Context: an optimization exercise on an open-source flow, tuned for small area, a short achievable clock period and few clock cycles. The choices shown serve that exercise and are no tape-out recipe.
Function was checked by simulation only, so behaviour that the tests miss may differ from the original.
Power and IR drop assume default switching activity.

== fjord ==
==> flow/design.v <==
module RISC15(clk, proc_rst, mem_addr, mem_wdata, mem_write_n, mem_rdata, halted);
	input  wire        clk, proc_rst;
	output wire [15:0] mem_addr;
	output wire [15:0] mem_wdata;
	output wire        mem_write_n;
	input  wire [15:0] mem_rdata;
	output reg         halted;
	reg  [15:0] MA;         
	reg         fetching;   
	reg         rv;         
	reg  [15:0] IR;         
	reg  [7:0]  sa, sb;     
	reg         d_va;       
	reg         iv;         
	reg         bt;         
	reg  [15:0] pcX;        
	reg         nj;         
	reg         lport;      
	reg  [2:0]  ldr_p;
	reg         ldp;        
	reg  [2:0]  ldr_w;
	reg         wn;
	reg  [15:0] wd;
	reg         rst_q;      
	reg  [15:0] R [0:6];
	assign mem_addr    = MA;
	assign mem_wdata   = wd;
	assign mem_write_n = wn;
	wire [3:0]  op = IR[15:12];
	wire [2:0]  ra = IR[11:9], rb = IR[8:6], rc = IR[5:3];
	wire [15:0] simm = {{10{IR[5]}}, IR[5:0]};
	wire is_add = op == 4'b0000;
	wire is_adi = op == 4'b0001;
	wire is_ndu = op == 4'b0010;
	wire is_lhi = op == 4'b0011;
	wire is_lw  = op == 4'b0100;
	wire is_sw  = op == 4'b0101;
	wire is_jlr = op == 4'b1001;
	wire is_beq = op == 4'b1100;
	wire is_hlt = op == 4'b1010 || op == 4'b1011 || op == 4'b1101 || op == 4'b1110 || op == 4'b1111;
	reg [15:0] va, vb;
	integer k;
	always @* begin
		va = sa[7] ? pcX : 16'd0;
		vb = sb[7] ? pcX : 16'd0;
		for (k = 0; k < 7; k = k + 1) begin
			va = va | (sa[k] ? R[k] : 16'd0);
			vb = vb | (sb[k] ? R[k] : 16'd0);
		end
	end
	wire [15:0] opb = d_va ? va : simm;
	wire [15:0] ap  = vb ^ opb;
	wire [15:0] ag  = vb & opb;
	reg  [15:0] gg, pp, g2, p2;
	integer l, j;
	always @* begin
		gg = ag; pp = ap;
		for (l = 0; l < 4; l = l + 1) begin
			g2 = gg; p2 = pp;
			for (j = 0; j < 16; j = j + 1)
				if (j >= (1 << l)) begin
					g2[j] = gg[j] | (pp[j] & gg[j - (1 << l)]);
					p2[j] = pp[j] & pp[j - (1 << l)];
				end
			gg = g2; pp = p2;
		end
	end
	wire [15:0] sum = ap ^ {gg[14:0], 1'b0};
	wire        eq  = ~|ap;
	reg  [13:0] hc;
	integer m;
	always @* begin
		hc[0] = 1'b1;
		for (m = 1; m < 14; m = m + 1) hc[m] = hc[m-1] & pcX[m+1];
	end
	wire [13:0] hinc = pcX[15:2] ^ hc;
	wire [15:0] pc1  = {&pcX[1:0] ? hinc : pcX[15:2], pcX[1:0] + 2'd1};
	wire ra_chk = is_add | is_ndu | is_adi | is_sw | is_beq | is_lhi | is_jlr;
	wire rb_chk = is_add | is_ndu | is_adi | is_sw | is_beq | is_lw | is_jlr;
	wire rc_chk = is_add | is_ndu;
	wire dep = lport & iv & ((ra_chk & ra == ldr_p) | (rb_chk & rb == ldr_p) | (rc_chk & rc == ldr_p));
	wire wr_op  = is_add | is_ndu | is_adi | is_lhi | is_jlr;
	wire wstall = ldp;
	wire go     = iv & ~bt & ~wstall & ~dep & ~is_hlt;
	wire taken  = go & is_beq & eq;            
	wire run    = (go & ~taken) | bt;
	wire jlrj   = go & is_jlr & (ra != rb);
	wire jump   = jlrj | bt;
	wire memop  = go & (is_lw | is_sw);
	wire ld_ir  = rv & (~iv | run);
	wire [1:0]  nk  = {1'b0, ~nj} + {1'b0, rv & ~dep} + {1'b0, fetching};
	wire [2:0]  nlo = {1'b0, pcX[1:0]} + {1'b0, nk};
	wire [15:0] nf  = {nlo[2] ? hinc : pcX[15:2], nlo[1:0]};
	wire        wr_x = go & wr_op;
	wire [2:0]  wa   = ldp ? ldr_w : (is_add | is_ndu) ? rc : ra;
	wire        s_sum = ~rst_q & ~ldp & (is_add | is_adi);
	wire        s_ndu = ~rst_q & ~ldp & is_ndu;
	wire        s_lhi = ~rst_q & ~ldp & is_lhi;
	wire        s_jlr = ~rst_q & ~ldp & is_jlr;
	wire        s_ld  = ~rst_q & ldp;
	wire [15:0] wdat = ({16{s_sum}} & sum) | ({16{s_ndu}} & ~ag) |
	                   ({16{s_lhi}} & {IR[8:0], 7'd0}) | ({16{s_jlr}} & pc1) |
	                   ({16{s_ld}} & mem_rdata);
	wire        we   = wr_x | ldp;
	integer i;
	always @(posedge clk)
		for (i = 0; i < 7; i = i + 1)
			if (rst_q || (we && wa == i)) R[i] <= wdat;
	wire [15:0] ir_in = (mem_rdata[15:12] == 4'b0001) ?
	                    {mem_rdata[15:12], mem_rdata[8:6], mem_rdata[11:9], mem_rdata[5:0]} : mem_rdata;
	always @(posedge clk) begin
		wd <= va;
		ldr_p <= ra;
		ldr_w <= ldr_p;
		rst_q <= ~proc_rst;
		if (ld_ir) begin
			IR <= ir_in;
			sa <= 8'd1 << ir_in[11:9];
			sb <= 8'd1 << ir_in[8:6];
			d_va <= ir_in[15:12] == 4'b0000 || ir_in[15:12] == 4'b0010 || ir_in[15:12] == 4'b1100;
		end else if (taken) begin
			sb <= 8'h80;            
			d_va <= 1'b0;
		end
		if (~proc_rst) begin
			MA <= 16'd0;
			fetching <= 1'b1;
			rv <= 1'b0;
			iv <= 1'b0;
			bt <= 1'b0;
			pcX <= 16'd0;
			nj <= 1'b1;
			lport <= 1'b0;
			ldp <= 1'b0;
			wn <= 1'b1;
			halted <= 1'b0;
		end else begin
			MA <= jlrj ? vb : (memop | bt) ? sum : nf;
			fetching <= ~memop;
			rv <= fetching & ~jump;
			iv <= jump ? 1'b0 : ld_ir ? 1'b1 : run ? 1'b0 : iv;
			bt <= taken;
			if (jump) begin pcX <= jlrj ? vb : sum; nj <= 1'b1; end
			else if (ld_ir) begin pcX <= nj ? pcX : pc1; nj <= 1'b0; end
			lport <= go & is_lw;
			ldp <= lport;
			wn <= ~(go & is_sw);
			halted <= halted | (iv & is_hlt);
		end
	end
endmodule
export LEC_CHECK = 0
export ABC_AREA = 1
export CAP_MARGIN = 20
export CORE_MARGIN = 2
export CORE_UTILIZATION = 40
export CTS_CLUSTER_DIAMETER = 80
export CTS_CLUSTER_SIZE = 20
export GPL_ROUTABILITY_DRIVEN = 0
export SLEW_MARGIN = 20
export TNS_END_PERCENT = 5
create_clock -name core_clock -period 10.0 [get_ports {clk}]
standard.sh (not shown) runs the stock make flow with config.mk's settings and CLKGATE_MAP_FILE= SYNTH_SCRIPT=/design/flow/synth_recipe.tcl, a recipe that flattens the netlist after the stock synthesis.
==> flow/flow/run.sh <==
#!/bin/bash
# Standard layout (the standard.sh), with two changes in how it is made:
# repair aims for a larger setup margin, and the port buffers are buf_1 cells.
bash standard.sh SETUP_SLACK_MARGIN=8 "BUFFER_PORTS_ARGS=-buffer_cell sky130_fd_sc_hd__buf_1" finish > standard.log 2>&1
Testbench counts of fjord, summed over its fixed seeds: cycles 20,518.
For quartz, these inputs were changed with respect to fjord:
Settings: GPL_ROUTABILITY_DRIVEN no longer set, was 0; PLACE_DENSITY now 0.75, previously not set.
--- outcome ---
- quartz went all the way through the flow, and no timing, DRC or antenna check failed.
- Proportion of cell area spent on the clock network delta (quartz -> fjord): insignificant
- Register-to-register slack for quartz is higher than for fjord.
- quartz against fjord: setup slack went up 0.048 ns, depth of the worst register-to-register path went up 1, total length of routed met3 wires went up 35%, final cell count without fillers went down about 0.5%, instance count after placement with tap cells included held.
- Between quartz and fjord, it is quartz whose met2 routing resource usage after global routing is lower, by 1.5 points.
- Via count for quartz: about 3% up relative to fjord
What nickel does differently from quartz at the input level:
Settings: PLACE_DENSITY removed (was 0.75).
==> flow/flow/run.sh <==
#!/bin/bash
# Standard layout (the standard.sh), with two changes in how it is made:
# repair aims for a larger setup margin, and the port buffers are buf_2 cells.
bash standard.sh SETUP_SLACK_MARGIN=8 "BUFFER_PORTS_ARGS=-buffer_cell sky130_fd_sc_hd__buf_2" finish > standard.log 2>&1
Notes after the runs:
nickel against quartz: detailed-route via count dropped about 4%, final antenna diode count fell 1, critical path depth went up, met2 layer usage reported by global route moved up. nickel: no failed stages, no open violations at the end. Delta(final worst-path cycle share, nickel - quartz) > 0. Compared with quartz, in nickel average vias per placed instance went down, routed wire length higher.
Changes in garnet relative to nickel:
Settings: CTS_BUF_LIST now sky130_fd_sc_hd__clkbuf_8, previously not set; CTS_CLUSTER_DIAMETER no longer set, was 80; CTS_CLUSTER_SIZE no longer set, was 20.
==> flow/flow/run.sh <==
#!/bin/bash
# Standard layout (the standard.sh), with two changes in how it is made:
# repair aims for a larger setup margin, and the port buffers are buf_1 cells.
bash standard.sh SETUP_SLACK_MARGIN=8 "BUFFER_PORTS_ARGS=-buffer_cell sky130_fd_sc_hd__buf_1" finish > standard.log 2>&1
### Flow results
nickel -> garnet: total length of routed met2 wires increased slightly
garnet ends up with a met3 wire length that is 59 um higher than in nickel.
Relative to nickel, the first-pass GRT wire length of garnet is higher by about 0.33%.
nickel → garnet: layout buffer count excluding clock buffers moved up; portion of the layout cell area used by clock cells moved up; clock-pin transition on the worst setup and hold timing paths moved down; routed wire length level.
Summary of garnet over nickel: HPWL reported at the end of detailed placement fell about 1.4%, power dissipated in combinational cells rose about 6.6%, flip-flop and latch count about even.
diff inputs: garnet => violet
Settings: setting CTS_CLUSTER_SIZE to 20 for the first time; removing CTS_BUF_LIST (formerly sky130_fd_sc_hd__clkbuf_8); changing TNS_END_PERCENT from 5 to 0; setting CTS_CLUSTER_DIAMETER to 80 for the first time.
==> comparison <==
violet reached the end of the flow, and the finished layout is clean on the timing, DRC and antenna checks.
violet: average routed wire per standard cell 0.32 um above garnet
violet ended up with a lower wire length of the first global-routing pass than garnet did.
Comparing violet and garnet, the higher part of the power in combinational logic is on violet.
Per the comparison of violet with garnet, global-route usage shrank by 1.0 points, setup slack moved up.
On violet: minimum period implied by the final worst setup slack is 0.037 ns lower than what garnet gave.
Wire length on met2 across violet and garnet: no real change.

==> static timing again, ports no longer ideal <==
The results above use ideal ports. As a check the final layouts listed here were re-extracted and re-timed, cells and wires unchanged. Step 1 assumes that a clkbuf_16 drives the clock port and a buf_2 every other input. Step 2 also shifts input and output timing later by t, the mid clock arrival at the registers, as if the neighbouring blocks saw the same clock. a / b / c = ideal ports / drivers / drivers and shift; a / b = the first two.
| run | shift t [ns] | slack for setup (ns) | cell pins on the clock port's net |
|---|---|---|---|
| fjord | 0.537 | 6.575 / 6.575 / 6.420 | 1 |
| quartz | 0.532 | 6.623 / 6.623 / 6.390 | 1 |
| nickel | 0.531 | 6.487 / 6.487 / 6.487 | 1 |
| garnet | 0.587 | 6.580 / 6.580 / 6.394 | 1 |
| violet | 0.530 | 6.617 / 6.617 / 6.221 | 1 |
After both steps every run listed still meets setup and hold. The setup slack of violet, which loses most, moves by 0.000 ns with the drivers and by -0.396 ns with both steps.
